This design comes from an exercise in tuning for small area and a short achievable clock period on the open sky130 flow, not from production work. The RTL was checked by simulation tests, not by an equivalence proof against the original design. Power is estimated from default activity; no workload was simulated.

--- flow/config.mk ---
export PLATFORM = sky130hd
export DESIGN_NAME = project3Top
export DESIGN_NICKNAME = project3Top
export VERILOG_FILES = /design/flow/design.v
export SDC_FILE = /design/flow/constraint.sdc
export NUM_CORES = 4
export LEC_CHECK = 0
export ABC_CLOCK_PERIOD_IN_PS = 120000
export CAP_MARGIN = 20
export CORE_MARGIN = 2
export CORE_UTILIZATION = 40
export CTS_BUF_LIST = sky130_fd_sc_hd__clkbuf_8
export SETUP_SLACK_MARGIN = 5
export SLEW_MARGIN = 20
--- flow/constraint.sdc ---
create_clock -name core_clock -period 120.0 [get_ports {CLOCK_50}]
set_input_delay 24.0000 -clock core_clock [delete_from_list [all_inputs] [get_ports {CLOCK_50}]]
set_output_delay 24.0000 -clock core_clock [all_outputs]
set_load 0.01 [all_outputs]
--- flow/design.v ---
module SW2dec (switches, dec, leds);
	input  [9:0] switches;
	output [9:0] leds;
	output [3:0] dec;
	wire [9:0] below;    
	assign below[0] = 1'b0;
	genvar k;
	generate for (k = 1; k < 10; k = k + 1) begin : pre
		assign below[k] = below[k-1] | switches[k-1];
	end endgenerate
	assign leds[0]   = switches[0] | ~(below[9] | switches[9]);
	assign leds[9:1] = switches[9:1] & ~below[9:1];
	assign dec[0] = |(leds & 10'b0001101100);
	assign dec[1] = |(leds & 10'b1111101100);
	assign dec[2] = |(leds & 10'b0010001110);
	assign dec[3] = |(leds & 10'b1010111010);
endmodule
module seven_seg_driver(din, HEX);
	input [3:0] din;
	output [6:0] HEX;
	assign HEX[0] = (din[3] & ~din[1]);
	assign HEX[1] = (~din[2] & din[0]);
	assign HEX[2] = (~din[3] & din[2]);
	assign HEX[3] = (din[3] & ~din[0]);
	assign HEX[4] = (din[3]);
	assign HEX[5] = (din[2]);
	assign HEX[6] = (~din[3] & ~din[1]) | (din[2] & ~din[0]);
endmodule
module keypressed(clock, reset, enable_in, enable_out);
	input  clock;
	input  reset;        
	input  enable_in;    
	output enable_out;
	reg [1:0] key_state;    
	always @(posedge clock or negedge reset) begin
		if (reset == 1'b0)
			key_state <= 2'b00;
		else begin
			key_state[0] <= ~key_state[1] & ~enable_in;
			key_state[1] <= key_state[0] & enable_in;
		end
	end
	assign enable_out = key_state[1];
endmodule
module newton(r, y, d, b1, b3);
	input  [15:0] r;
	input  [11:0] y;
	output [15:0] d;
	output b1, b3;
	wire [15:0] ye = {3'b000, y[11], y[10:3], y[2:0], 1'b1};
	wire [4:0] bo;
	assign bo[0] = 1'b0;
	genvar i;
	generate for (i = 0; i < 4; i = i + 1) begin : dig
		wire [4:0] t = {1'b0, r[4*i+3:4*i]} - {1'b0, ye[4*i+3:4*i]} - bo[i];
		assign bo[i+1] = t[4];
		assign d[4*i+3:4*i] = t[4] ? t[3:0] + 4'd10 : t[3:0];
	end endgenerate
	assign b1 = bo[2];
	assign b3 = bo[4];
endmodule
module conv(c, d);
	input [3:0] c;
	output [3:0] d;
	assign d[0] = (c[3] & c[1]) | (c[2] & ~c[0]);
	assign d[1] = (~c[3] & c[0]) | (c[2] & c[1]);
	assign d[2] = (~c[2] & c[0]) | (c[3] & ~c[2] & ~c[1]) | (c[2] & c[1] & ~c[0]);
	assign d[3] = (~c[2] & c[1] & ~c[0]);
endmodule
module qdig(u, c);
	input [3:0] u;
	output [3:0] c;
	assign c[0] = (~u[3] & u[1]) | (u[3] & ~u[2] & ~u[1]);
	assign c[1] = (u[1]) | (u[3]);
	assign c[2] = (~u[3] & u[0]) | (u[1] & ~u[0]);
	assign c[3] = (~u[3] & u[0]) | (u[2]) | (u[3] & ~u[0]);
endmodule
module project3Top(CLOCK_50, SW, KEY, LED, HEX0, HEX1, HEX2, HEX3, HEX4, HEX5);
	input        CLOCK_50;
	input  [9:0] SW;
	input  [2:0] KEY;
	output [9:0] LED;
	output [6:0] HEX0, HEX1, HEX2, HEX3, HEX4, HEX5;
	wire        reset;
	wire [3:0]  push_num;
	reg  [23:0] num;      
	reg         mode;     
	reg  [3:0]  ks;       
	reg  [11:0] y;        
	assign reset = KEY[1];
	SW2dec F1 (.switches(SW), .dec(push_num), .leds(LED));
	seven_seg_driver S0(num[3:0],HEX0);
	seven_seg_driver S1(num[7:4],HEX1);
	seven_seg_driver S2(num[11:8],HEX2);
	seven_seg_driver S3(num[15:12],HEX3);
	seven_seg_driver S4(num[19:16],HEX4);
	seven_seg_driver S5(num[23:20],HEX5);
	wire push = ks[3];
	wire sqrt = ks[1];
	wire [1:0] push_next = {ks[2] & KEY[2], ~ks[3] & ~KEY[2]};
	wire [1:0] sqrt_next = {ks[0] & KEY[0], ~ks[1] & ~KEY[0]};
	wire [15:0] diff;
	wire        b1, b3;
	newton F2 (.r(num[15:0]), .y(y), .d(diff), .b1(b1), .b3(b3));
	wire [3:0] ph = ks;
	wire sub   = (ph == 4'd2) | (ph == 4'd4) | (ph == 4'd6);
	wire ge    = (ph == 4'd2) ? ~b1 : (~b3 | ((ph == 4'd6) & num[16]));
	wire take  = mode & sub & ge;
	wire rot   = (ph <= 4'd5);
	wire outd  = (ph >= 4'd9) & (ph <= 4'd11);
	wire ysh   = (ph == 4'd1) | (ph == 4'd3) | (ph == 4'd5) | (ph == 4'd9) | (ph == 4'd10);
	wire done  = (ph == 4'd12);
	wire shift = ~mode ? (push & ~sqrt & (num[23:20] == 4'd0)) : (~take & ~done);
	wire [3:0] qd, top_bcd;
	qdig Q (.u({y[11], y[10:8]}), .c(qd));
	conv C (.c(num[23:20]), .d(top_bcd));
	wire [3:0] ins = ~mode ? push_num : rot ? top_bcd : outd ? qd : 4'd0;
	always @(posedge CLOCK_50 or negedge reset) begin
		if (reset == 1'b0) begin
			mode <= 1'b0;
			ks   <= 4'd0;
			num  <= 24'h000000;
		end else begin
			if (~mode) begin
				if (sqrt) begin
					mode <= 1'b1;
					ks   <= 4'd0;
				end else
					ks <= {push_next, sqrt_next};
			end else if (~take & ~done)
				ks <= ks + 4'd1;
			if (shift)
				num <= {num[19:0], ins};
			else if (take) begin
				num[15:0] <= diff;
				num[16]   <= num[16] & ~b3;
			end
		end
	end
	always @(posedge CLOCK_50) begin
		if (~mode)
			y <= 12'd0;            
		else if (take) begin
			y[2:0] <= (y[2:0] == 3'd4) ? 3'd0 : y[2:0] + 3'd1;
			y[3]   <= y[3] | (y[2:0] == 3'd4);
		end else if (ysh)
			y <= {y[7], y[6:3], y[2:0], 1'b0, 3'd0};
	end
endmodule
--- flow/flow/run.sh ---
#!/bin/bash
# Own layout flow: the standard ORFS flow, with these changes:
#  - synthesis maps logic with ABC scripts of our own (flow/abc_pass.tcl):
#    delay-oriented for the SW -> LED cone, area-oriented for the rest,
#    and without the half/full-adder cell extraction;
#  - the port buffers are buf_1 cells.
# Registers, floorplan, power grid, CTS and routing are the standard flow's.
set -euo pipefail
W=$(pwd)
F=$W/flow

# ORFS's synth.tcl, with its abc call replaced by flow/abc_pass.tcl
sed 's#^\( *\)log_cmd abc {\*}$abc_args#\1set ::own_flow_dir '"$F"'\n\1source '"$F"'/abc_pass.tcl#' \
  "$FLOW_HOME/scripts/synth.tcl" > "$W/own_synth.tcl"
grep -q "abc_pass.tcl" "$W/own_synth.tcl"
sed 's#source \$::env(SCRIPTS_DIR)/synth.tcl#source '"$W"'/own_synth.tcl#' "$W/synth_recipe.tcl" > "$W/own_synth_recipe.tcl"
grep -q own_synth.tcl "$W/own_synth_recipe.tcl"

bash "$W/standard.sh" ADDER_MAP_FILE= SYNTH_SCRIPT="$W/own_synth_recipe.tcl" \
  "BUFFER_PORTS_ARGS=-buffer_cell sky130_fd_sc_hd__buf_1" finish > "$W/orfs_flow.log" 2>&1
--- flow/flow/abc.script ---
strash
&get -n
&deepsyn -J 200 -T 200
&put
dch -f
amap
topo
--- flow/flow/abc_fast.script ---
strash
dch -f
map {D}
topo
buffer -p
upsize {D}
dnsize {D}
--- flow/flow/abc_pass.tcl ---
# Replaces ORFS's single abc call (sourced from own_synth.tcl).
# The LED outputs' cone (combinational from SW, the paths that set the
# achieved period) gets a delay-oriented mapping; the rest an area one.
set fast_args [lreplace $abc_args 1 1 $::own_flow_dir/abc_fast.script]
set i [lsearch -exact $fast_args -D]
if {$i >= 0} { set fast_args [lreplace $fast_args $i [expr {$i+1}]] }
lappend fast_args -D 100
log_cmd abc {*}$fast_args w:LED %ci*
set abc_args [lreplace $abc_args 1 1 $::own_flow_dir/abc.script]
log_cmd abc {*}$abc_args
--- flow/standard.sh ---
#!/bin/bash
# synth_recipe.tcl (not shown) runs the flow's synth.tcl, then flattens the netlist and writes it again
# the make line also repeats each setting of config.mk as NAME=value (left out here)
make -C /OpenROAD-flow-scripts/flow DESIGN_CONFIG=/design/flow/config.mk WORK_HOME=/design/flow/orfs CLKGATE_MAP_FILE= SYNTH_SCRIPT=/design/flow/synth_recipe.tcl "${@:-finish}"
==> impl_metrics.ini, run 1 <==
[outcome]
run_status = finished clean

[clocking]
cts_buffers = 5
ctsResizeCount = 0
clkTransAtPathRegs_ns = 0.08
cts.path.max_buffers = 2
cts_hold_repair.buffers = 0
worst_skew_pair.late_latency_ns = 0.30
post-cts-setup-buffer-count = 0
cts.htree.levels = 2
cts_tree = yes
clock_tree.root_cell = sky130_fd_sc_hd__clkbuf_8
number_of_clock_sinks_seen_by_cts = 41

[drt]
ant_nets = 0
post_drt_wl_per_cell_um = 14.4
totalWireLength_um = 7180
routed-via-count = 2825
detail_route.first_pass.iterations = 5
dr.first_iter.drc_count = 241
viasPerCell = 5.67
post-route-drc-count = 0

[timing]
final.setup_skew_ns = 0.00904
worstMarginPinSlew_ns = 0.925
max_slew_margin_pct = 37.9
fmaxAchievable_mhz = 20.4
finalCritPeriodShare_pct = 40.9
timing.final.crit_period_ns = 49.07
rsz0062_at_grt = no
fin_worst_hold_slack_ns = 0.507
timing_max_transition_violations_final = 0
timing_hold_violations_final = 0
timing.final.setup_violations = 0
fin_tns_setup_ns = 0

[worst_setup_path]
reg2reg_from = num[1]$_DFFE_PN0P_
critical_path.reg2reg.endpoint = num[9]$_DFFE_PN0P_
worst-path-max-fanout = 5
setup.worst_path.start_class = primary input
crit_required_ns = 96.00
crit_arrival_ns = 25.07
r2r_setup_slack_ns = 112.89
critPathKind = primary input to primary output
worstSetupEndpointType = primary output
rr_worst_depth = 30

[floorplanning]
number_of_top_level_pins = 66
placement_rows = 29
floorplan.initialDensity_pct = 41.1
width_of_the_die_um = 84.5
die-height_um = 84.5
coreArea_um2 = 6310
die_area_um2 = 7140

[power]
power.density_cell_area_nw_per_um2 = 34.9
worst_ir_drop_on_vdd_mv = 0.0169
cellLeakagePower_uw = 0.00113
total_power_uw = 105

[layout]
nets = 434
area.sequential_um2 = 966
num_antenna_cells = 0
multiInputGateArea_um2 = 1320
drive_above_1_share_pct = 3.09
layout.filler_cells = 675
area_growth_syn_to_layout_pct = 15.6

[hold_path]
worst_hold_path.num_cells = 2
worst_hold_path.endpoint = y[0]$_SDFFE_PN0P_
classification_of_the_worst_slack_hold_path = flip-flop to flip-flop
min-delay-start = y[0]$_SDFFE_PN0P_

[flow_run]
drv_cap = 0

[synthesis]
syn-mean-instance-area_um2 = 7.25
synth_seq_cells = 41
yosysSeqAreaShare_pct = 37.2
postSynthNetCount = 372
synth_area_in_adders_pct = 0
postSynthCellCount = 358
synth.mux.area_fraction_pct = 0
largest_family_of_logic_cells_by_synthesized_area = compound AO/OA/AOI/OAI gates
synth_area_um2 = 2590
yosys.area_share.xor_xnor_pct = 0
synthDistinctLibCells = 34
synth_simple_gate_area_share_pct = 20.6
yosys_warnings = 1
synth-compound-area-share_pct = 29.2

[global_route]
grt_first_pass_wirelength_um = 12000
overall_track_demand_over_capacity_in_global_routing_pct = 20.6
grt_antenna_before_repair = 0
grt_start_max_net_pins = 30
first_global_vias = 2505
aggregate_global_routing_overflow = 0

[placed_design]
placement.io_buffers = 65
place_hpwl_um = 5400
routabilityCongestion = 0.845
## logic make-up after synthesis
kind of cell           after synthesis
buffers and inverters               77
AOI/OAI and AO/OA                  116
DFF                                 41
and+or+nand+nor                    124
## worst max-delay path: stages
cell	delay [ns]
sky130_fd_sc_hd__buf_1	0.13
sky130_fd_sc_hd__nor4_2	0.32
sky130_fd_sc_hd__nand4_1	0.20
sky130_fd_sc_hd__nor3_1	0.24
sky130_fd_sc_hd__buf_1	0.18
## Yosys cell counts
master | count | area, µm²
sky130_fd_sc_hd__o21a_1 | 4 | 30.0
sky130_fd_sc_hd__and2_1 | 1 | 6.26
sky130_fd_sc_hd__o22ai_1 | 26 | 163
sky130_fd_sc_hd__a222oi_1 | 6 | 60.1
sky130_fd_sc_hd__or2_0 | 1 | 6.26
sky130_fd_sc_hd__nand2_1 | 16 | 60.1
sky130_fd_sc_hd__o41ai_1 | 1 | 8.76
sky130_fd_sc_hd__nand4_1 | 3 | 18.8
sky130_fd_sc_hd__nor2b_1 | 3 | 18.8
sky130_fd_sc_hd__a21oi_1 | 26 | 130
sky130_fd_sc_hd__o311a_1 | 1 | 10.0
sky130_fd_sc_hd__o32ai_1 | 4 | 35.0
sky130_fd_sc_hd__a211oi_1 | 1 | 7.51
sky130_fd_sc_hd__nor4_1 | 2 | 12.5
sky130_fd_sc_hd__dfxtp_1 | 12 | 240
sky130_fd_sc_hd__o21ai_0 | 21 | 105
sky130_fd_sc_hd__clkinv_1 | 55 | 206
sky130_fd_sc_hd__o31ai_1 | 6 | 45.0
sky130_fd_sc_hd__o221a_1 | 1 | 11.3
sky130_fd_sc_hd__dfrtp_1 | 29 | 726
sky130_fd_sc_hd__nor3_1 | 14 | 70.1
sky130_fd_sc_hd__inv_1 | 10 | 37.5
sky130_fd_sc_hd__o22a_1 | 1 | 8.76
sky130_fd_sc_hd__a31oi_1 | 1 | 6.26
sky130_fd_sc_hd__nor2_1 | 75 | 282
sky130_fd_sc_hd__a221oi_1 | 3 | 26.3
sky130_fd_sc_hd__nand3_1 | 6 | 30.0
sky130_fd_sc_hd__nor4_2 | 2 | 25.0
sky130_fd_sc_hd__o211ai_1 | 1 | 7.51
sky130_fd_sc_hd__o221ai_1 | 3 | 26.3
sky130_fd_sc_hd__or3_1 | 1 | 6.26
sky130_fd_sc_hd__a32oi_1 | 2 | 17.5
sky130_fd_sc_hd__buf_4 | 12 | 90.1
sky130_fd_sc_hd__a22oi_1 | 8 | 60.1
## where the power goes
group	internal (µW)	total (µW)	switching, µW
Sequential	20.2	27.3	7.18
Combinational	23.0	65.7	42.7
Clock	6.70	11.6	4.86
Total	49.9	105	54.7
## routing by layer
metal | vias to the layer above | share of wire, % | GRT usage, %
met4 | 0 | 1.8 | 5.92
met3 | 10 | 6.3 | 3.54
met2 | 107 | 47 | 33.5
li1 | 1392 | - | -
met1 | 1316 | 45 | 28.3
met5 | - | 0 | 0
## final cells by class
cell class              count  share of cell area, %
multi-input cells         240                   43.9
flip-flops and latches     41                   32.2
repair buffers             67                   8.64
inverters                  65                   8.14
well taps                  77                   3.21
clock buffers               6                   2.75
clock inverters             2                   1.13
## state kept, by name (all words and copies together), names as in the netlist
name	cells
ks	4
y	12
mode	1
num	24
## stage by stage
stage	cell area, µm²	worst slack, ns	utilization, %	instances
3_5_place_dp	2880	70.93	45.6	490
4_1_cts	3000	70.92	47.5	498
6_report	3000	70.93	47.5	498
5_1_grt	3000	70.75	47.5	498
3_3_place_gp	2880	70.96	45.6	490
2_1_floorplan	2590	71.22	-	358
## cell usage in the layout (no fill, tap or decap), drive strengths merged, types with 2 or more instances in the layout
cell type / synthesis / layout
a21oi: 26 / 26
a221oi: 3 / 3
a222oi: 6 / 6
a22oi: 8 / 8
a32oi: 2 / 2
buf: 12 / 67
clkbuf: 0 / 6
clkinv: 55 / 55
dfrtp: 29 / 29
dfxtp: 12 / 12
inv: 10 / 11
nand2: 16 / 16
nand3: 6 / 6
nand4: 3 / 3
nor2: 75 / 75
nor2b: 3 / 3
nor3: 14 / 14
nor4: 4 / 4
o21a: 4 / 4
o21ai: 21 / 21
o221ai: 3 / 3
o22ai: 26 / 26
o31ai: 6 / 6
o32ai: 4 / 4
## how the worst max path moves through the flow
| stage | start | depth (start not counted) | slack, ns | end |
|---|---|---|---|---|
| 6_report | SW[1] | 5 | 70.93 | LED[8] |
| 5_1_grt | SW[0] | 5 | 70.75 | LED[8] |
| 4_1_cts | SW[1] | 5 | 70.92 | LED[8] |
| 3_5_place_dp | SW[1] | 5 | 70.93 | LED[8] |
| 3_3_place_gp | SW[1] | 5 | 70.96 | LED[8] |
| 2_1_floorplan | SW[1] | 3 | 71.22 | LED[8] |
==> run 2, diff against run 1 <==
--- a/flow/flow/run.sh
+++ b/flow/flow/run.sh
@@ -5,3 +5,4 @@
 #    and without the half/full-adder cell extraction;
-#  - the port buffers are buf_1 cells.
+#  - the port buffers are buf_1 cells;
+#  - clock tree synthesis adds no dummy loads.
 # Registers, floorplan, power grid, CTS and routing are the standard flow's.
@@ -19,2 +20,3 @@
 bash "$W/standard.sh" ADDER_MAP_FILE= SYNTH_SCRIPT="$W/own_synth_recipe.tcl" \
-  "BUFFER_PORTS_ARGS=-buffer_cell sky130_fd_sc_hd__buf_1" finish > "$W/orfs_flow.log" 2>&1
+  "BUFFER_PORTS_ARGS=-buffer_cell sky130_fd_sc_hd__buf_1" \
+  "CTS_ARGS=-sink_clustering_enable -repair_clock_nets -dont_use_dummy_load" finish > "$W/orfs_flow.log" 2>&1
--- a/flow/config.mk
+++ b/flow/config.mk
@@ -11,3 +11,2 @@
 export CORE_UTILIZATION = 40
-export CTS_BUF_LIST = sky130_fd_sc_hd__clkbuf_8
 export SETUP_SLACK_MARGIN = 5
==> impl_metrics.ini, run 2 <==
[synthesis]
postSynthCellCount = 358
yosys-top-cells-count = sky130_fd_sc_hd__nor2_1, sky130_fd_sc_hd__clkinv_1, sky130_fd_sc_hd__dfrtp_1
synth.mux.area_fraction_pct = 0
synth_seq_cells = 41
yosysSeqAreaShare_pct = 37.2
netlist_top_cells_area = sky130_fd_sc_hd__dfrtp_1, sky130_fd_sc_hd__nor2_1, sky130_fd_sc_hd__dfxtp_1, sky130_fd_sc_hd__clkinv_1, sky130_fd_sc_hd__o22ai_1
post-synth-top-count-cell = sky130_fd_sc_hd__nor2_1
synth_simple_gate_area_share_pct = 20.6
postSynthNetCount = 372
yosys.area_share.xor_xnor_pct = 0
synthDistinctLibCells = 34
synthDominantCellAreaShare_pct = 28.0
synth-edff-count = 0
synth-compound-area-share_pct = 29.2
synth_area_um2 = 2590
synth_flop_cell = sky130_fd_sc_hd__dfrtp_1
syn-mean-instance-area_um2 = 7.25
synth_top_cell_by_area = sky130_fd_sc_hd__dfrtp_1
yosys_warnings = 1
largest_family_of_logic_cells_by_synthesized_area = compound AO/OA/AOI/OAI gates
synth_area_in_adders_pct = 0
async_flop_share_pct = 70.7

[power]
switching_share_pct = 53.6
power.clock.fraction_pct = 8.2
combinationalPowerShare_pct = 64.8
worst_ir_drop_on_vdd_mv = 0.0166
seq_power_share_pct = 27.1
p_switching_uw = 54.3
cellLeakagePower_uw = 0.00111
power.density_cell_area_nw_per_um2 = 34.3
internal_power_uw = 46.9

[floorplanning]
die-height_um = 84.5
die_area_um2 = 7140
number_of_top_level_pins = 66
width_of_the_die_um = 84.5
placement_rows = 29
floorplan.initialDensity_pct = 41.1
coreArea_um2 = 6310

[timing]
timing_hold_violations_final = 0
timing.final.setup_violations = 0
timing_max_transition_violations_final = 0
max_slew_margin_pct = 39.1
fin_tns_setup_ns = 0
rsz0062_at_grt = no
timing.final.crit_period_ns = 49.07
fmaxAchievable_mhz = 20.4
final.setup_skew_ns = 0.0124
worstMarginPinSlew_ns = 0.907
setup_slack_ns = 70.93
finalCritPeriodShare_pct = 40.9

[layout]
most-common-layout-cells = sky130_fd_sc_hd__nor2_1, sky130_fd_sc_hd__buf_1, sky130_fd_sc_hd__clkinv_1
largest_registers = num: 24 flops, y: 12 flops, ks: 4 flops
final_core_util_pct = 46.7
registers.top_by_ff_count = num
layout.cells.most_common = sky130_fd_sc_hd__nor2_1
nets = 434
area_growth_syn_to_layout_pct = 13.7
num_antenna_cells = 0
drive_above_1_share_pct = 2.63
largest_register_ffs = 24
post-route-cell-area_um2 = 2950

[drt]
post-route-drc-count = 0
routed-via-count = 2782
detail_route.first_pass.iterations = 6
dr.first_iter.drc_count = 255
ant_nets = 0
viasPerCell = 5.62
post_drt_wl_per_cell_um = 14.5
totalWireLength_um = 7150

[worst_setup_path]
critPathKind = primary input to primary output
worstSetupEndpointType = primary output
setup.worst_path.start_class = primary input
critPathTopFamily = simple AND/OR/NAND/NOR gates
rr_worst_depth = 30
worst-path-max-fanout = 5
crit_required_ns = 96.00
critical_path.reg2reg.endpoint = num[9]$_DFFE_PN0P_
cp_slowest_stage_delay_ns = 0.32
cpMostUsedCell = sky130_fd_sc_hd__buf_1
reg2reg_from = num[1]$_DFFE_PN0P_
crit_arrival_ns = 25.07
timing.critical_path.cells = buf_1 > nor4_2 > nand4_1 > nor3_1 > buf_1
path_buf_inv = 2
worst_path_max_delay_cell = sky130_fd_sc_hd__nor4_2
r2r_setup_slack_ns = 112.89

[global_route]
aggregate_global_routing_overflow = 0
grt_first_pass_wirelength_um = 12000
first_global_vias = 2502
overall_track_demand_over_capacity_in_global_routing_pct = 20.6
grt_antenna_before_repair = 0
grt_start_max_net_pins = 30

[outcome]
run_status = finished clean

[hold_path]
worst_hold_path.num_cells = 2
classification_of_the_worst_slack_hold_path = flip-flop to flip-flop
min-delay-start = y[0]$_SDFFE_PN0P_
worst_hold_path.endpoint = y[0]$_SDFFE_PN0P_

[placed_design]
placement.io_buffers = 65
place_hpwl_um = 5400
placed_area_um2 = 2880
routabilityCongestion = 0.845
dp_worst_setup_slack_ns = 70.93

[clocking]
number_of_clock_sinks_seen_by_cts = 41
ctsResizeCount = 0
cts.path.max_buffers = 2
post-cts-setup-buffer-count = 0
worst_skew_pair.late_latency_ns = 0.30
cts.htree.levels = 2
cts_tree = yes
cts_hold_repair.buffers = 0
cts_buffers = 5
clock_tree.root_cell = sky130_fd_sc_hd__clkbuf_8
clkTransAtPathRegs_ns = 0.08

[flow_run]
drv_cap = 0
-- run 2: cell types whose count changed in the layout (fill, tap and decap cells not counted) --
cell / previous run / this run
sky130_fd_sc_hd__clkbuf_8: 6 / 5
sky130_fd_sc_hd__inv_1: 11 / 10
sky130_fd_sc_hd__bufinv_16: 1 / 0
-- run 2: worst max path at each step --
stage           from      to  slack (ns)  depth (start not counted)
5_1_grt        SW[0]  LED[8]       70.75                          5
3_3_place_gp   SW[1]  LED[8]       70.96                          5
6_report       SW[1]  LED[8]       70.93                          5
4_1_cts        SW[1]  LED[8]       70.92                          5
2_1_floorplan  SW[1]  LED[8]       71.22                          3
3_5_place_dp   SW[1]  LED[8]       70.93                          5
-- run 2: kinds of logic after synthesis --
family                 after synthesis
AO/OA/AOI/OAI                      116
buffers and inverters               77
flip-flops                          41
AND/OR/NAND/NOR                    124
-- run 2: power groups by stage --
stage	clock network, µW	logic [µW]	registers (µW)
2_1_floorplan	0	50.5	25.5
3_3_place_gp	0	64.9	27.6
3_5_place_dp	0	65.3	27.6
4_1_cts	8.51	65.5	27.4
5_1_grt	9.22	73.8	28.4
6_report	8.27	65.5	27.4
-- run 2: per-stage QoR --
step / power, µW / std cells / hold WS [ns]
floorplan: 76.0 / 358 / 0.462
global route: 111 / 495 / 0.542
global placement: 92.5 / 490 / 0.488
CTS: 101 / 495 / 0.505
finish: 101 / 495 / 0.508
detailed placement: 92.8 / 490 / 0.491
-- run 2: worst register-to-register path, delay by kind of cell (launching register included) --
kind / cells / cell delay, ns
AO/OA/AOI/OAI: 15 / 2.80
buffers and inverters: 5 / 1.16
AND/OR/NAND/NOR: 10 / 2.56
flip-flops: 1 / 0.40
-- run 2: layout make-up --
type	instances	area (µm²)
well taps	77	96.3
multi-input cells	240	1320
inverters	65	244
clock buffers	5	68.8
flip-flops and latches	41	966
fillers	673	3360
repair buffers	67	259
-- run 2: layer usage --
metal	vias to the layer above	share of wire (%)	track usage, %
met5	-	0	0
met4	0	1.5	6.35
met3	10	5.6	3.64
met2	88	48	33.3
met1	1289	45	28.2
li1	1395	-	-
==> run 3, diff against run 2 <==
==> flow/flow/abc.script (replaced) <==
strash
&get -n
&deepsyn -J 1000
&put
dch -f
amap
topo
==> impl_metrics.ini, run 3 <==
[clocking]
post-cts-setup-buffer-count = 0
worst_skew_pair.late_latency_ns = 0.30
cts_tree = yes
clock_tree.root_cell = sky130_fd_sc_hd__clkbuf_8
cts.path.max_buffers = 2
cts_hold_repair.buffers = 0
number_of_clock_sinks_seen_by_cts = 41
clkTransAtPathRegs_ns = 0.07
cts_buffers = 5
ctsResizeCount = 0
cts.htree.levels = 2

[synthesis]
postSynthNetCount = 372
postSynthCellCount = 358
synth-edff-count = 0
synth_flop_cell = sky130_fd_sc_hd__dfrtp_1
synth_top_cell_by_area = sky130_fd_sc_hd__dfrtp_1
post-synth-top-count-cell = sky130_fd_sc_hd__nor2_1
synthDistinctLibCells = 35
async_flop_share_pct = 70.7
synth_seq_cells = 41
syn-mean-instance-area_um2 = 7.25
netlist_top_cells_area = sky130_fd_sc_hd__dfrtp_1, sky130_fd_sc_hd__nor2_1, sky130_fd_sc_hd__dfxtp_1, sky130_fd_sc_hd__clkinv_1, sky130_fd_sc_hd__o22ai_1
yosys_warnings = 1
yosysSeqAreaShare_pct = 37.2
yosys-top-cells-count = sky130_fd_sc_hd__nor2_1, sky130_fd_sc_hd__clkinv_1, sky130_fd_sc_hd__dfrtp_1
synth_area_um2 = 2600
synthDominantCellAreaShare_pct = 28.0

[worst_setup_path]
r2r_setup_slack_ns = 114.05
cp.depth = 5
critPathKind = primary input to primary output
critical_path.endpoint = LED[8]
worstSetupEndpointType = primary output
cp_slowest_stage_delay_ns = 0.33
reg2reg_from = num[1]$_DFFE_PN0P_
crit_required_ns = 96.00
critPathTopFamily = simple AND/OR/NAND/NOR gates
worst-path-max-fanout = 5
path_buf_inv = 2
critical_path.reg2reg.endpoint = num[1]$_DFFE_PN0P_
crit_arrival_ns = 25.13
setup.worst_path.start_class = primary input
rr_worst_depth = 27
cpMostUsedCell = sky130_fd_sc_hd__buf_1
worst_path_max_delay_cell = sky130_fd_sc_hd__nor4_2
timing.critical_path.cells = buf_1 > nor4_2 > nand4_1 > nor3_1 > buf_1
cp-startpoint = SW[1]

[timing]
timing.final.setup_violations = 0
max_slew_margin_pct = 43.2
final.setup_skew_ns = 0.00864
timing_hold_violations_final = 0
fmaxAchievable_mhz = 20.4
rsz0062_at_grt = no
timing.final.crit_period_ns = 49.13
fin_tns_setup_ns = 0
timing_max_transition_violations_final = 0
finalCritPeriodShare_pct = 40.9
worstMarginPinSlew_ns = 0.849
setup_slack_ns = 70.87

[power]
power.density_cell_area_nw_per_um2 = 34.6
worst_ir_drop_on_vdd_mv = 0.0118
cellLeakagePower_uw = 0.00113

[floorplanning]
die-height_um = 84.6
die_area_um2 = 7150
number_of_top_level_pins = 66
coreArea_um2 = 6310
width_of_the_die_um = 84.6
placement_rows = 29
floorplan.initialDensity_pct = 41.1

[layout]
layout.filler_cells = 682
num_antenna_cells = 0
nets = 435
area_growth_syn_to_layout_pct = 13.2
largest_register_ffs = 24
area.sequential_um2 = 966
registers.top_by_ff_count = num
layout.cells.most_common = sky130_fd_sc_hd__nor2_1
most-common-layout-cells = sky130_fd_sc_hd__nor2_1, sky130_fd_sc_hd__buf_1, sky130_fd_sc_hd__clkinv_1
drive_above_1_share_pct = 2.39
multiInputGateArea_um2 = 1320
largest_registers = num: 24 flops, y: 12 flops, ks: 4 flops
finalNonFillerCells = 496

[global_route]
overall_track_demand_over_capacity_in_global_routing_pct = 21.1
grt_antenna_before_repair = 0
aggregate_global_routing_overflow = 0
grt_start_max_net_pins = 30
grt_first_pass_wirelength_um = 12100
first_global_vias = 2476

[drt]
post-route-drc-count = 0
viasPerCell = 5.65
post_drt_wl_per_cell_um = 15.1
detail_route.first_pass.iterations = 6
routed-via-count = 2802
dr.first_iter.drc_count = 200
totalWireLength_um = 7500
ant_nets = 0

[flow_run]
drv_cap = 0

[placed_design]
routabilityCongestion = 0.823
placement.io_buffers = 65
place_hpwl_um = 5580
dp_worst_setup_slack_ns = 70.90
placed_cells_incl_taps = 491

[hold_path]
classification_of_the_worst_slack_hold_path = flip-flop to flip-flop
worst_hold_path.num_cells = 2

[outcome]
run_status = finished clean
-- run 3: cell count changes after synthesis, moves of 3 or more --
cell                       previous run  this run
sky130_fd_sc_hd__a21oi_1             26        17
sky130_fd_sc_hd__nand2_1             16        23
sky130_fd_sc_hd__clkinv_1            55        50
sky130_fd_sc_hd__nand3_1              6         1
sky130_fd_sc_hd__nor3_1              14        18
sky130_fd_sc_hd__o21ai_0             21        25
sky130_fd_sc_hd__a221oi_1             3         0
sky130_fd_sc_hd__a22oi_1              8        11
sky130_fd_sc_hd__o31ai_1              6         3
sky130_fd_sc_hd__o32ai_1              4         1
-- run 3: worst reg2reg max path, cell delays in order (launching register included) --
cell	delay, ns
sky130_fd_sc_hd__dfrtp_1	0.48
sky130_fd_sc_hd__nand2_1	0.13
sky130_fd_sc_hd__o21ai_0	0.14
sky130_fd_sc_hd__o21ai_0	0.27
sky130_fd_sc_hd__o22ai_1	0.13
sky130_fd_sc_hd__o22ai_1	0.26
sky130_fd_sc_hd__clkinv_1	0.21
sky130_fd_sc_hd__nor2_1	0.17
sky130_fd_sc_hd__a21oi_1	0.09
sky130_fd_sc_hd__a22oi_1	0.22
sky130_fd_sc_hd__nor2_1	0.06
sky130_fd_sc_hd__o31ai_1	0.44
sky130_fd_sc_hd__nand2_1	0.12
sky130_fd_sc_hd__o21ai_0	0.15
sky130_fd_sc_hd__nand2_1	0.11
sky130_fd_sc_hd__o21ai_0	0.11
sky130_fd_sc_hd__nand2_1	0.10
sky130_fd_sc_hd__o21a_1	0.14
sky130_fd_sc_hd__o21ai_0	0.32
sky130_fd_sc_hd__nand2_1	0.11
sky130_fd_sc_hd__o21ai_0	0.11
sky130_fd_sc_hd__nand2b_1	0.18
sky130_fd_sc_hd__o221ai_1	0.17
sky130_fd_sc_hd__nand2_1	0.12
sky130_fd_sc_hd__o21ai_1	0.08
sky130_fd_sc_hd__nor2_1	0.66
sky130_fd_sc_hd__clkinv_1	0.46
sky130_fd_sc_hd__o221a_1	0.31
-- run 3: power breakdown --
part	internal (µW)	switching, µW
Sequential	20.2	7.10
Combinational	23.1	42.6
Clock	3.76	4.79
Total	47.0	54.5
-- run 3: how the worst min path moves through the flow --
stage                            startpoint                 end  slack (ns)
after floorplan           y[6]$_SDFFE_PN0P_  y[10]$_SDFFE_PN0P_        0.47
after global placement    y[3]$_SDFFE_PN0P_   y[7]$_SDFFE_PN0P_        0.50
after detailed placement  y[3]$_SDFFE_PN0P_   y[7]$_SDFFE_PN0P_        0.51
after CTS                 y[7]$_SDFFE_PN0P_  y[11]$_SDFFE_PN0P_        0.52
after global routing      y[3]$_SDFFE_PN0P_   y[7]$_SDFFE_PN0P_        0.54
final                     y[7]$_SDFFE_PN0P_  y[11]$_SDFFE_PN0P_        0.53
-- run 3: cell families (layout without fill, tap and decap cells) --
family                 after synthesis  in the layout  synth area share [%]
AOI/OAI and AO/OA                  112            112                  28.6
and+or+nand+nor                    133            133                  22.1
buffers and inverters               72            133                  12.1
DFF                                 41             41                  37.2
-- run 3: cell type report --
type / instances / share of cell area (%)
repair buffers: 68 / 9.07
flip-flops and latches: 41 / 32.9
well taps: 77 / 3.28
clock buffers: 5 / 2.34
multi-input cells: 245 / 44.8
inverters: 60 / 7.67
-- run 3: routing by layer --
metal / GRT usage [%] / wire length (µm) / up-vias
li1: - / - / 1400
met1: 30.2 / 3540 / 1294
met2: 33.3 / 3420 / 99
met3: 2.95 / 434 / 9
met4: 5.92 / 102 / 0
met5: 0 / 0 / -
-- run 3: through the flow --
step	instance area, µm²	hold WS, ns	utilization (%)	power, µW
3_3_place_gp	2870	0.496	45.4	92.0
5_1_grt	2940	0.543	46.5	111
2_1_floorplan	2600	0.466	-	75.5
3_5_place_dp	2870	0.506	45.4	93.1
6_report	2940	0.527	46.5	102
4_1_cts	2940	0.515	46.5	102
==> run 4, diff against run 3 <==
--- a/flow/flow/run.sh
+++ b/flow/flow/run.sh
@@ -21,2 +21,2 @@
   "BUFFER_PORTS_ARGS=-buffer_cell sky130_fd_sc_hd__buf_1" \
-  "CTS_ARGS=-sink_clustering_enable -repair_clock_nets -dont_use_dummy_load" finish > "$W/orfs_flow.log" 2>&1
+  "CTS_ARGS=-sink_clustering_enable -sink_clustering_size 45 -repair_clock_nets -dont_use_dummy_load" finish > "$W/orfs_flow.log" 2>&1
==> flow/flow/abc.script (replaced) <==
strash
&get -n
&deepsyn -J 200 -T 200
&put
dch -f
amap
topo
==> impl_metrics.ini, run 4 <==
[outcome]
run_status = finished clean

[clocking]
ctsResizeCount = 0
clkTransAtPathRegs_ns = 0.08
cts.path.max_buffers = 2
worst_skew_pair.late_latency_ns = 0.30
number_of_clock_sinks_seen_by_cts = 41
cts_buffers = 5
clock_tree.root_cell = sky130_fd_sc_hd__clkbuf_8
cts_tree = yes
cts.htree.levels = 2
post-cts-setup-buffer-count = 0
cts_hold_repair.buffers = 0

[drt]
totalWireLength_um = 7150
routed-via-count = 2782
post_drt_wl_per_cell_um = 14.5
viasPerCell = 5.62
post-route-drc-count = 0
detail_route.first_pass.iterations = 6
ant_nets = 0
dr.first_iter.drc_count = 255

[layout]
finalNonFillerCells = 495
area_growth_syn_to_layout_pct = 13.7
nets = 434
largest_register_ffs = 24
most-common-layout-cells = sky130_fd_sc_hd__nor2_1, sky130_fd_sc_hd__buf_1, sky130_fd_sc_hd__clkinv_1
largest_registers = num: 24 flops, y: 12 flops, ks: 4 flops
registers.top_by_ff_count = num
layout.cells.most_common = sky130_fd_sc_hd__nor2_1
num_antenna_cells = 0
layout.filler_cells = 673
drive_above_1_share_pct = 2.63

[placed_design]
place_hpwl_um = 5400
placed_cells_incl_taps = 490
routabilityCongestion = 0.845
placement.io_buffers = 65

[timing]
fmaxAchievable_mhz = 20.4
fin_worst_hold_slack_ns = 0.508
timing_max_transition_violations_final = 0
max_slew_margin_pct = 39.1
final.setup_skew_ns = 0.0124
rsz0062_at_grt = no
timing_hold_violations_final = 0
finalCritPeriodShare_pct = 40.9
fin_tns_setup_ns = 0
timing.final.setup_violations = 0
worstMarginPinSlew_ns = 0.907
timing.final.crit_period_ns = 49.07

[synthesis]
async_flop_share_pct = 70.7
syn-mean-instance-area_um2 = 7.25
synth_top_cell_by_area = sky130_fd_sc_hd__dfrtp_1
postSynthNetCount = 372
netlist_top_cells_area = sky130_fd_sc_hd__dfrtp_1, sky130_fd_sc_hd__nor2_1, sky130_fd_sc_hd__dfxtp_1, sky130_fd_sc_hd__clkinv_1, sky130_fd_sc_hd__o22ai_1
synth_seq_cells = 41
synthDistinctLibCells = 34
synthDominantCellAreaShare_pct = 28.0
synth-edff-count = 0
yosys-top-cells-count = sky130_fd_sc_hd__nor2_1, sky130_fd_sc_hd__clkinv_1, sky130_fd_sc_hd__dfrtp_1
synth_area_um2 = 2590
yosysSeqAreaShare_pct = 37.2
postSynthCellCount = 358
post-synth-top-count-cell = sky130_fd_sc_hd__nor2_1
yosys_warnings = 1
synth_flop_cell = sky130_fd_sc_hd__dfrtp_1

[worst_setup_path]
worstSetupEndpointType = primary output
critPathKind = primary input to primary output
crit_arrival_ns = 25.07
worst-path-max-fanout = 5
crit_required_ns = 96.00
setup.worst_path.start_class = primary input

[floorplanning]
die-height_um = 84.5
floorplan.initialDensity_pct = 41.1
coreArea_um2 = 6310
placement_rows = 29
number_of_top_level_pins = 66
width_of_the_die_um = 84.5
die_area_um2 = 7140

[hold_path]
classification_of_the_worst_slack_hold_path = flip-flop to flip-flop

[global_route]
grt_first_pass_wirelength_um = 12000
overall_track_demand_over_capacity_in_global_routing_pct = 20.6
grt_antenna_before_repair = 0
aggregate_global_routing_overflow = 0
first_global_vias = 2502
grt_start_max_net_pins = 30

[flow_run]
drv_cap = 0

[power]
worst_ir_drop_on_vdd_mv = 0.0166
cellLeakagePower_uw = 0.00111
power.density_cell_area_nw_per_um2 = 34.3
-- run 4: changes by cell type after synthesis, sizes merged, moves of 3 or more --
cell / before / now
a21oi: 17 / 26
nand2: 23 / 16
clkinv: 50 / 55
nand3: 1 / 6
nor3: 18 / 14
o21ai: 25 / 21
a221oi: 0 / 3
a22oi: 11 / 8
o31ai: 3 / 6
o32ai: 1 / 4
-- run 4: cells by family after synthesis --
| group | share of synthesized area, % |
|---|---|
| flip-flops | 37.2 |
| AND/OR/NAND/NOR | 20.6 |
| buffers and inverters | 12.9 |
| AO/OA/AOI/OAI | 29.2 |
-- run 4: per-layer routing --
| metal | up-vias | global-route usage [%] | routed length, µm |
|---|---|---|---|
| met5 | - | 0 | 0 |
| met2 | 88 | 33.3 | 3400 |
| met4 | 0 | 6.35 | 106 |
| li1 | 1395 | - | - |
| met1 | 1289 | 28.2 | 3250 |
| met3 | 10 | 3.64 | 401 |
-- run 4: area by class of cell --
cell class | instances | area (µm²) | area share, %
repair buffers | 67 | 259 | 8.78
multi-input cells | 240 | 1320 | 44.6
flip-flops and latches | 41 | 966 | 32.7
well taps | 77 | 96.3 | 3.27
inverters | 65 | 244 | 8.27
clock buffers | 5 | 68.8 | 2.33
-- run 4: path summary, 6_finish.rpt --
path	startpoint	to	slack, ns	cells after the start
worst max-delay path	SW[1]	LED[8]	70.93	5
worst min-delay path	y[0]$_SDFFE_PN0P_	y[0]$_SDFFE_PN0P_	0.51	2
worst max register to register	num[1]$_DFFE_PN0P_	num[9]$_DFFE_PN0P_	112.89	30
worst min register to register	y[0]$_SDFFE_PN0P_	y[0]$_SDFFE_PN0P_	0.51	2
max in group asynchronous	KEY[1]	num[6]$_DFFE_PN0P_	95.99	2
min in group asynchronous	KEY[1]	num[9]$_DFFE_PN0P_	23.70	2
-- run 4: critical path, cell delays in order --
cell and delay, ns:
sky130_fd_sc_hd__buf_1 0.13, sky130_fd_sc_hd__nor4_2 0.32, sky130_fd_sc_hd__nand4_1 0.20, sky130_fd_sc_hd__nor3_1 0.24, sky130_fd_sc_hd__buf_1 0.18
-- run 4: power by group --
part	internal [µW]	switching (µW)
Clock	3.75	4.52
Combinational	23.0	42.5
Sequential	20.2	7.21
-- run 4: per-stage QoR --
stage	util [%]	worst slack [ns]	instance area [µm²]	power (µW)
floorplan	-	71.22	2590	76.0
global placement	45.6	70.96	2880	92.5
detailed placement	45.6	70.93	2880	92.8
CTS	46.7	70.92	2950	101
global route	46.7	70.75	2950	111
finish	46.7	70.93	2950	101
==> run 5, diff against run 4 <==
--- a/flow/flow/run.sh
+++ b/flow/flow/run.sh
@@ -21,2 +21,2 @@
   "BUFFER_PORTS_ARGS=-buffer_cell sky130_fd_sc_hd__buf_1" \
-  "CTS_ARGS=-sink_clustering_enable -sink_clustering_size 45 -repair_clock_nets -dont_use_dummy_load" finish > "$W/orfs_flow.log" 2>&1
+  "CTS_ARGS=-sink_clustering_enable -sink_clustering_size 25 -repair_clock_nets -dont_use_dummy_load" finish > "$W/orfs_flow.log" 2>&1
==> impl_metrics.ini, run 5 <==
[synthesis]
post-synth-top-count-cell = sky130_fd_sc_hd__nor2_1
postSynthCellCount = 358
yosys-top-cells-count = sky130_fd_sc_hd__nor2_1, sky130_fd_sc_hd__clkinv_1, sky130_fd_sc_hd__dfrtp_1
synthDistinctLibCells = 34
async_flop_share_pct = 70.7
synth-edff-count = 0
syn-mean-instance-area_um2 = 7.25
synthDominantCellAreaShare_pct = 28.0
synth_top_cell_by_area = sky130_fd_sc_hd__dfrtp_1
yosys_warnings = 1
synth_area_um2 = 2590
postSynthNetCount = 372
netlist_top_cells_area = sky130_fd_sc_hd__dfrtp_1, sky130_fd_sc_hd__nor2_1, sky130_fd_sc_hd__dfxtp_1, sky130_fd_sc_hd__clkinv_1, sky130_fd_sc_hd__o22ai_1
yosysSeqAreaShare_pct = 37.2
synth_flop_cell = sky130_fd_sc_hd__dfrtp_1
synth_seq_cells = 41

[clocking]
cts_tree = yes
number_of_clock_sinks_seen_by_cts = 41
ctsResizeCount = 0
cts_buffers = 5
clkTransAtPathRegs_ns = 0.08
cts_hold_repair.buffers = 0
cts.htree.levels = 2
cts.path.max_buffers = 2
worst_skew_pair.late_latency_ns = 0.30
post-cts-setup-buffer-count = 0
clock_tree.root_cell = sky130_fd_sc_hd__clkbuf_8

[power]
internal_power_uw = 46.9
seq_power_share_pct = 27.1
power.clock.fraction_pct = 8.2
power.density_cell_area_nw_per_um2 = 34.3
total_power_uw = 101
switching_share_pct = 53.6
worst_ir_drop_on_vdd_mv = 0.0166
combinationalPowerShare_pct = 64.8
p_switching_uw = 54.3
cellLeakagePower_uw = 0.00111

[layout]
multiInputGateArea_um2 = 1320
area.sequential_um2 = 966
layout.cells.most_common = sky130_fd_sc_hd__nor2_1
drive_above_1_share_pct = 2.63
area_growth_syn_to_layout_pct = 13.7
layout.filler_cells = 673
post-route-cell-area_um2 = 2950
largest_registers = num: 24 flops, y: 12 flops, ks: 4 flops
registers.top_by_ff_count = num
num_antenna_cells = 0
nets = 434
most-common-layout-cells = sky130_fd_sc_hd__nor2_1, sky130_fd_sc_hd__buf_1, sky130_fd_sc_hd__clkinv_1
largest_register_ffs = 24

[worst_setup_path]
reg2reg_from = num[1]$_DFFE_PN0P_
worst-path-max-fanout = 5
worstSetupEndpointType = primary output
r2r_setup_slack_ns = 112.89
critical_path.reg2reg.endpoint = num[9]$_DFFE_PN0P_
crit_arrival_ns = 25.07
critPathKind = primary input to primary output
rr_worst_depth = 30
crit_required_ns = 96.00
setup.worst_path.start_class = primary input

[hold_path]
classification_of_the_worst_slack_hold_path = flip-flop to flip-flop
worst_hold_path.num_cells = 2
worst_hold_path.endpoint = y[0]$_SDFFE_PN0P_
min-delay-start = y[0]$_SDFFE_PN0P_

[global_route]
grt_first_pass_wirelength_um = 12000
first_global_vias = 2502
grt_antenna_before_repair = 0
grt_start_max_net_pins = 30
aggregate_global_routing_overflow = 0
overall_track_demand_over_capacity_in_global_routing_pct = 20.6

[timing]
worstMarginPinSlew_ns = 0.907
rsz0062_at_grt = no
max_slew_margin_pct = 39.1
fin_worst_hold_slack_ns = 0.508
timing_hold_violations_final = 0
fmaxAchievable_mhz = 20.4
final.setup_skew_ns = 0.0124
timing.final.crit_period_ns = 49.07
fin_tns_setup_ns = 0
setup_slack_ns = 70.93
timing_max_transition_violations_final = 0
timing.final.setup_violations = 0
finalCritPeriodShare_pct = 40.9

[placed_design]
dp_worst_setup_slack_ns = 70.93
placed_area_um2 = 2880
place_hpwl_um = 5400
placement.io_buffers = 65
routabilityCongestion = 0.845

[drt]
totalWireLength_um = 7150
viasPerCell = 5.62
post_drt_wl_per_cell_um = 14.5
routed-via-count = 2782
ant_nets = 0
dr.first_iter.drc_count = 255
post-route-drc-count = 0
detail_route.first_pass.iterations = 6

[floorplanning]
placement_rows = 29
die_area_um2 = 7140
die-height_um = 84.5
number_of_top_level_pins = 66
width_of_the_die_um = 84.5
coreArea_um2 = 6310
floorplan.initialDensity_pct = 41.1

[outcome]
run_status = finished clean

[flow_run]
drv_cap = 0
==> run 5: worst max path at each step <==
stage	startpoint	depth (start not counted)	slack (ns)	to
2_1_floorplan	SW[1]	3	71.22	LED[8]
3_3_place_gp	SW[1]	5	70.96	LED[8]
3_5_place_dp	SW[1]	5	70.93	LED[8]
4_1_cts	SW[1]	5	70.92	LED[8]
5_1_grt	SW[0]	5	70.75	LED[8]
6_report	SW[1]	5	70.93	LED[8]
==> run 5: through the flow <==
stage               instances  utilization [%]
floorplan                 358                -
global placement          490             45.6
detailed placement        490             45.6
CTS                       495             46.7
global route              495             46.7
finish                    495             46.7
==> run 5: critical path, stage by stage <==
cell and delay [ns]:
sky130_fd_sc_hd__buf_1 0.13, sky130_fd_sc_hd__nor4_2 0.32, sky130_fd_sc_hd__nand4_1 0.20, sky130_fd_sc_hd__nor3_1 0.24, sky130_fd_sc_hd__buf_1 0.18
==> run 5: logic make-up after synthesis <==
family | synth area share [%]
flip-flops | 37.2
AO/OA/AOI/OAI | 29.2
buffers and inverters | 12.9
AND/OR/NAND/NOR | 20.6
==> run 5: final cells by class <==
class	count	share of cell area, %
clock buffers	5	2.33
inverters	65	8.27
multi-input cells	240	44.6
flip-flops and latches	41	32.7
well taps	77	3.27
repair buffers	67	8.78
==> run 5: per-layer routing <==
metal	share of wire (%)	track usage, %	up-vias
met1	45	28.2	1289
met4	1.5	6.35	0
li1	-	-	1395
met2	48	33.3	88
met3	5.6	3.64	10
met5	0	0	-
==> run 5: power by group through the flow <==
stage,logic (µW),registers (µW),clock network (µW)
final,65.5,27.4,8.27
after global routing,73.8,28.4,9.22
after CTS,65.5,27.4,8.51
after detailed placement,65.3,27.6,0
after global placement,64.9,27.6,0
after floorplan,50.5,25.5,0
==> run 6, diff against run 5 <==
--- a/flow/flow/run.sh
+++ b/flow/flow/run.sh
@@ -21,2 +21,2 @@
   "BUFFER_PORTS_ARGS=-buffer_cell sky130_fd_sc_hd__buf_1" \
-  "CTS_ARGS=-sink_clustering_enable -sink_clustering_size 25 -repair_clock_nets -dont_use_dummy_load" finish > "$W/orfs_flow.log" 2>&1
+  "CTS_ARGS=-buf_list sky130_fd_sc_hd__clkbuf_4 -root_buf sky130_fd_sc_hd__clkbuf_4 -sink_clustering_enable -repair_clock_nets -dont_use_dummy_load" finish > "$W/orfs_flow.log" 2>&1
==> impl_metrics.ini, run 6 <==
[outcome]
run_status = finished clean

[global_route]
gr_layer_usage_met2_pct = 33.4
overall_track_demand_over_capacity_in_global_routing_pct = 20.6
aggregate_global_routing_overflow = 0
grt_antenna_before_repair = 0
grt_start_max_net_pins = 30
met3_track_demand_over_resource_in_global_routing_pct = 3.34
grt_most_used_layer = met2
met1_track_demand_over_resource_pct = 28.1
first_global_vias = 2508
grt_first_pass_wirelength_um = 12000

[timing]
fmaxAchievable_mhz = 20.4
worstMarginPinSlew_ns = 0.926
fin_tns_setup_ns = 0
fin_worst_hold_slack_ns = 0.513
max_slew_margin_pct = 37.8
timing_hold_violations_final = 0
finalCritPeriodShare_pct = 40.9
timing_max_transition_violations_final = 0
rsz0062_at_grt = no
timing.final.setup_violations = 0
timing.final.crit_period_ns = 49.07
final.setup_skew_ns = 0.0199

[synthesis]
netlist_top_cells_area = sky130_fd_sc_hd__dfrtp_1, sky130_fd_sc_hd__nor2_1, sky130_fd_sc_hd__dfxtp_1, sky130_fd_sc_hd__clkinv_1, sky130_fd_sc_hd__o22ai_1
postSynthNetCount = 372
synthDistinctLibCells = 34
synth_area_um2 = 2590
synth_flop_cell = sky130_fd_sc_hd__dfrtp_1
synth-edff-count = 0
postSynthCellCount = 358
synth_seq_cells = 41
yosysSeqAreaShare_pct = 37.2
synth_top_cell_by_area = sky130_fd_sc_hd__dfrtp_1
synthDominantCellAreaShare_pct = 28.0
yosys_warnings = 1
yosys-top-cells-count = sky130_fd_sc_hd__nor2_1, sky130_fd_sc_hd__clkinv_1, sky130_fd_sc_hd__dfrtp_1
post-synth-top-count-cell = sky130_fd_sc_hd__nor2_1
async_flop_share_pct = 70.7
syn-mean-instance-area_um2 = 7.25

[layout]
nets = 434
num_antenna_cells = 0
largest_registers = num: 24 flops, y: 12 flops, ks: 4 flops
final_core_util_pct = 46.2
largest_register_ffs = 24
area_growth_syn_to_layout_pct = 12.5
layout.filler_cells = 674
finalNonFillerCells = 495
drive_above_1_share_pct = 2.63
layout.cells.most_common = sky130_fd_sc_hd__nor2_1
most-common-layout-cells = sky130_fd_sc_hd__nor2_1, sky130_fd_sc_hd__buf_1, sky130_fd_sc_hd__clkinv_1
registers.top_by_ff_count = num

[drt]
viasPerCell = 5.65
dr.first_iter.drc_count = 256
ant_nets = 0
post-route-drc-count = 0
routed-via-count = 2795
post_drt_wl_per_cell_um = 14.5
totalWireLength_um = 7200
detail_route.first_pass.iterations = 8

[clocking]
worst_skew_pair.late_latency_ns = 0.36
cts_buffers = 5
post-cts-setup-buffer-count = 0
cts.path.max_buffers = 2
clkTransAtPathRegs_ns = 0.12
cts_hold_repair.buffers = 0
cts_tree = yes
clock_tree.root_cell = sky130_fd_sc_hd__clkbuf_4
cts.htree.levels = 2
ctsResizeCount = 0
number_of_clock_sinks_seen_by_cts = 41

[worst_setup_path]
timing.critical_path.cells = buf_1 > nor4_2 > nand4_1 > nor3_1 > buf_1
setup.worst_path.start_class = primary input
cp_slowest_stage_delay_ns = 0.32
r2r_setup_slack_ns = 112.88
worstSetupEndpointType = primary output
crit_arrival_ns = 25.07
rr_worst_depth = 30
worst-path-max-fanout = 5
worst_path_max_delay_cell = sky130_fd_sc_hd__nor4_2
critPathKind = primary input to primary output
cpMostUsedCell = sky130_fd_sc_hd__buf_1
crit_required_ns = 96.00

[floorplanning]
width_of_the_die_um = 84.5
floorplan.initialDensity_pct = 41.1
coreArea_um2 = 6310
die_area_um2 = 7140
number_of_top_level_pins = 66
die-height_um = 84.5
placement_rows = 29

[flow_run]
drv_cap = 0

[placed_design]
placed_cells_incl_taps = 490
place_hpwl_um = 5400
placement.io_buffers = 65
routabilityCongestion = 0.845

[power]
cellLeakagePower_uw = 0.00109
worst_ir_drop_on_vdd_mv = 0.0153
power.density_cell_area_nw_per_um2 = 34.0

[hold_path]
worst_hold_path.num_cells = 2
classification_of_the_worst_slack_hold_path = flip-flop to flip-flop
-- run 6: power by group --
group,internal [µW],switching [µW]
registers,20.1,7.25
clock network,1.96,4.35
logic,23.0,42.7
-- run 6: area by class of cell --
class / instances / area (µm²) / area share [%]
multi-input cells: 240 / 1320 / 45.1
well taps: 77 / 96.3 / 3.30
clock buffers: 5 / 37.5 / 1.29
repair buffers: 67 / 259 / 8.87
inverters: 65 / 244 / 8.36
flip-flops and latches: 41 / 966 / 33.1
-- run 6: worst paths after layout --
check | start | end
hold reg to reg | y[0]$_SDFFE_PN0P_ | y[0]$_SDFFE_PN0P_
max in group asynchronous | KEY[1] | num[5]$_DFFE_PN0P_
min in group asynchronous | KEY[1] | mode$_DFF_PN0_
setup / recovery | SW[1] | LED[8]
hold / removal | y[0]$_SDFFE_PN0P_ | y[0]$_SDFFE_PN0P_
setup reg to reg | num[1]$_DFFE_PN0P_ | num[9]$_DFFE_PN0P_
-- run 6: worst max-delay path, delay by kind of cell --
family,cells,cell delay [ns]
buf+inv,2,0.31
simple gates,3,0.76
-- run 6: kinds of logic after synthesis --
family | Yosys count | share of synthesized area, %
and+or+nand+nor | 124 | 20.6
buffers and inverters | 77 | 12.9
DFF | 41 | 37.2
AOI/OAI and AO/OA | 116 | 29.2
-- run 6: metal layers --
metal  share of wire, %  routed length [µm]  up-vias
li1                   -                   -     1393
met1                 46                3280     1298
met2                 47                3350       92
met3                5.6                 401       12
met4                2.2                 157        0
met5                  0                   0        -
-- run 6: stage by stage --
step / instance area, µm² / setup WS [ns] / total power, µW
after floorplan: 2590 / 71.22 / 76.0
after global placement: 2880 / 70.96 / 92.5
after detailed placement: 2880 / 70.93 / 92.8
after CTS: 2920 / 70.92 / 99.4
after global routing: 2920 / 70.75 / 109
final: 2920 / 70.93 / 99.4
==> run 7, diff against run 6 <==
--- a/flow/flow/run.sh
+++ b/flow/flow/run.sh
@@ -21,2 +21,2 @@
   "BUFFER_PORTS_ARGS=-buffer_cell sky130_fd_sc_hd__buf_1" \
-  "CTS_ARGS=-buf_list sky130_fd_sc_hd__clkbuf_4 -root_buf sky130_fd_sc_hd__clkbuf_4 -sink_clustering_enable -repair_clock_nets -dont_use_dummy_load" finish > "$W/orfs_flow.log" 2>&1
+  "CTS_ARGS=-buf_list sky130_fd_sc_hd__clkbuf_8 -root_buf sky130_fd_sc_hd__clkbuf_4 -sink_clustering_enable -sink_clustering_max_diameter 100 -repair_clock_nets -dont_use_dummy_load" finish > "$W/orfs_flow.log" 2>&1
==> impl_metrics.ini, run 7 <==
[outcome]
run_status = finished clean

[global_route]
aggregate_global_routing_overflow = 0
overall_track_demand_over_capacity_in_global_routing_pct = 20.6
grt_antenna_before_repair = 0
first_global_vias = 2508
grt_start_max_net_pins = 30
grt_first_pass_wirelength_um = 12000

[drt]
dr.first_iter.drc_count = 256
totalWireLength_um = 7200
viasPerCell = 5.65
routed-via-count = 2795
ant_nets = 0
post-route-drc-count = 0
post_drt_wl_per_cell_um = 14.5
detail_route.first_pass.iterations = 8

[hold_path]
min-delay-start = y[0]$_SDFFE_PN0P_
classification_of_the_worst_slack_hold_path = flip-flop to flip-flop

[worst_setup_path]
rr_worst_depth = 30
crit_required_ns = 96.00
critPathKind = primary input to primary output
cpMostUsedCell = sky130_fd_sc_hd__buf_1
worst_path_max_delay_cell = sky130_fd_sc_hd__nor4_2
crit_arrival_ns = 25.07
cp.depth = 5
critical_path.endpoint = LED[8]
setup.worst_path.start_class = primary input
cp-startpoint = SW[1]
worst-path-max-fanout = 5
reg2reg_from = num[1]$_DFFE_PN0P_
worstSetupEndpointType = primary output
cp_slowest_stage_delay_ns = 0.32
critPathTopFamily = simple AND/OR/NAND/NOR gates
critical_path.reg2reg.endpoint = num[9]$_DFFE_PN0P_
timing.critical_path.cells = buf_1 > nor4_2 > nand4_1 > nor3_1 > buf_1
r2r_setup_slack_ns = 112.88
path_buf_inv = 2

[power]
p_switching_uw = 54.3
combinationalPowerShare_pct = 66.1
power.density_cell_area_nw_per_um2 = 34.0
internal_power_uw = 45.1
cellLeakagePower_uw = 0.00109
worst_ir_drop_on_vdd_mv = 0.0153
seq_power_share_pct = 27.6
power.clock.fraction_pct = 6.3
switching_share_pct = 54.6

[synthesis]
post-synth-top-count-cell = sky130_fd_sc_hd__nor2_1
netlist_top_cells_area = sky130_fd_sc_hd__dfrtp_1, sky130_fd_sc_hd__nor2_1, sky130_fd_sc_hd__dfxtp_1, sky130_fd_sc_hd__clkinv_1, sky130_fd_sc_hd__o22ai_1
async_flop_share_pct = 70.7
postSynthNetCount = 372
synth_area_um2 = 2590
synth-edff-count = 0
postSynthCellCount = 358
syn-mean-instance-area_um2 = 7.25
synth_top_cell_by_area = sky130_fd_sc_hd__dfrtp_1
yosys-top-cells-count = sky130_fd_sc_hd__nor2_1, sky130_fd_sc_hd__clkinv_1, sky130_fd_sc_hd__dfrtp_1
yosys_warnings = 1
yosysSeqAreaShare_pct = 37.2
synthDistinctLibCells = 34
synth_seq_cells = 41
synthDominantCellAreaShare_pct = 28.0
synth_flop_cell = sky130_fd_sc_hd__dfrtp_1

[layout]
num_antenna_cells = 0
largest_registers = num: 24 flops, y: 12 flops, ks: 4 flops
drive_above_1_share_pct = 2.63
registers.top_by_ff_count = num
nets = 434
area_growth_syn_to_layout_pct = 12.5
largest_register_ffs = 24
layout.cells.most_common = sky130_fd_sc_hd__nor2_1
layout.filler_cells = 674
most-common-layout-cells = sky130_fd_sc_hd__nor2_1, sky130_fd_sc_hd__buf_1, sky130_fd_sc_hd__clkinv_1

[timing]
rsz0062_at_grt = no
final.setup_skew_ns = 0.0199
timing.final.crit_period_ns = 49.07
fin_tns_setup_ns = 0
timing_max_transition_violations_final = 0
setup_slack_ns = 70.93
timing.final.setup_violations = 0
timing_hold_violations_final = 0
max_slew_margin_pct = 37.8
finalCritPeriodShare_pct = 40.9
worstMarginPinSlew_ns = 0.926
fmaxAchievable_mhz = 20.4

[floorplanning]
placement_rows = 29
die_area_um2 = 7140
width_of_the_die_um = 84.5
floorplan.initialDensity_pct = 41.1
die-height_um = 84.5
number_of_top_level_pins = 66
coreArea_um2 = 6310

[clocking]
ctsResizeCount = 0
cts_hold_repair.buffers = 0
cts_tree = yes
cts.path.max_buffers = 2
number_of_clock_sinks_seen_by_cts = 41
cts.htree.levels = 2
post-cts-setup-buffer-count = 0
worst_skew_pair.late_latency_ns = 0.36
cts_buffers = 5
clock_tree.root_cell = sky130_fd_sc_hd__clkbuf_4
clkTransAtPathRegs_ns = 0.12

[placed_design]
placement.io_buffers = 65
routabilityCongestion = 0.845
place_hpwl_um = 5400
dp_worst_setup_slack_ns = 70.93

[flow_run]
drv_cap = 0
run 7: cell counts after synthesis:
Identical to the previous run, type by type.
run 7: power groups by stage:
stage | Sequential, µW | Combinational [µW] | Clock [µW]
final | 27.4 | 65.7 | 6.31
after global routing | 28.4 | 73.8 | 7.17
after CTS | 27.3 | 65.5 | 6.55
after detailed placement | 27.6 | 65.3 | 0
after global placement | 27.6 | 64.9 | 0
after floorplan | 25.5 | 50.5 | 0
run 7: final cells by class:
cell class	instances	area [µm²]	share of cell area, %
clock buffers	5	37.5	1.29
inverters	65	244	8.36
multi-input cells	240	1320	45.1
flip-flops and latches	41	966	33.1
well taps	77	96.3	3.30
repair buffers	67	259	8.87
run 7: metrics by stage:
step | area (µm²) | std cells | util (%) | power [µW] | hold slack (ns)
final | 2920 | 495 | 46.2 | 99.4 | 0.513
after global routing | 2920 | 495 | 46.2 | 109 | 0.547
after CTS | 2920 | 495 | 46.2 | 99.4 | 0.511
after detailed placement | 2880 | 490 | 45.6 | 92.8 | 0.491
after global placement | 2880 | 490 | 45.6 | 92.5 | 0.488
after floorplan | 2590 | 358 | - | 76.0 | 0.462
run 7: cell families (layout without fill, tap and decap cells):
kind of cell	count (synthesis)	in the layout	share of synthesized area (%)
flip-flops	41	41	37.2
AND/OR/NAND/NOR	124	124	20.6
AO/OA/AOI/OAI	116	116	29.2
buffers and inverters	77	137	12.9
run 7: how the worst min path moves through the flow:
stage	end	cells after the start
CTS	y[3]$_SDFFE_PN0P_	2
floorplan	y[3]$_SDFFE_PN0P_	2
global placement	y[3]$_SDFFE_PN0P_	2
global route	y[11]$_SDFFE_PN0P_	2
finish	y[0]$_SDFFE_PN0P_	2
detailed placement	y[3]$_SDFFE_PN0P_	2
run 7: metal layers:
layer,vias up,share of wire [%],track usage [%]
met4,0,2.2,6.78
met3,12,5.6,3.34
li1,1393,-,-
met1,1298,46,28.1
met5,-,0,0
met2,92,47,33.4
run 7: worst reg2reg max path: cells and delay by family (launching register included):
| family | cells | cell delay, ns |
|---|---|---|
| buffers and inverters | 5 | 1.16 |
| flip-flops | 1 | 0.42 |
| AND/OR/NAND/NOR | 10 | 2.57 |
| AO/OA/AOI/OAI | 15 | 2.82 |

-- static timing again, ports no longer ideal --
How much do the figures lean on ideal ports? The routed layouts below were timed once more, with nothing changed but the port constraints.
Step 1 (the two cells are an assumption about what drives the block):
set clk [get_ports {CLOCK_50}]
set_driving_cell -lib_cell sky130_fd_sc_hd__clkbuf_16 $clk
set_driving_cell -lib_cell sky130_fd_sc_hd__buf_2 [delete_from_list [all_inputs] $clk]
Step 2 moves the port delays by t, midway between the first and last clock arrival at a register: inputs arrive t later, outputs are due t later. That takes back most of the time a late clock gives input paths.
Slacks: ideal ports / drivers / drivers and shift; pairs: ideal ports / drivers.
run	t (ns)	setup slack, ns	worst hold slack (ns)	clock arrival spread, ns
run 1	0.323	70.930 / 70.910 / 70.910	0.507 / 0.507 / 0.507	0.009 / 0.009
run 2	0.321	70.930 / 70.910 / 70.910	0.508 / 0.508 / 0.508	0.013 / 0.013
run 3	0.323	70.870 / 70.850 / 70.850	0.527 / 0.527 / 0.527	0.008 / 0.008
run 4	0.321	70.930 / 70.910 / 70.910	0.508 / 0.508 / 0.508	0.013 / 0.013
run 5	0.321	70.930 / 70.910 / 70.910	0.508 / 0.508 / 0.508	0.013 / 0.013
run 6	0.377	70.930 / 70.910 / 70.910	0.513 / 0.513 / 0.513	0.020 / 0.020
run 7	0.377	70.930 / 70.910 / 70.910	0.513 / 0.513 / 0.513	0.020 / 0.020
After both steps setup and hold are still met in every run listed.
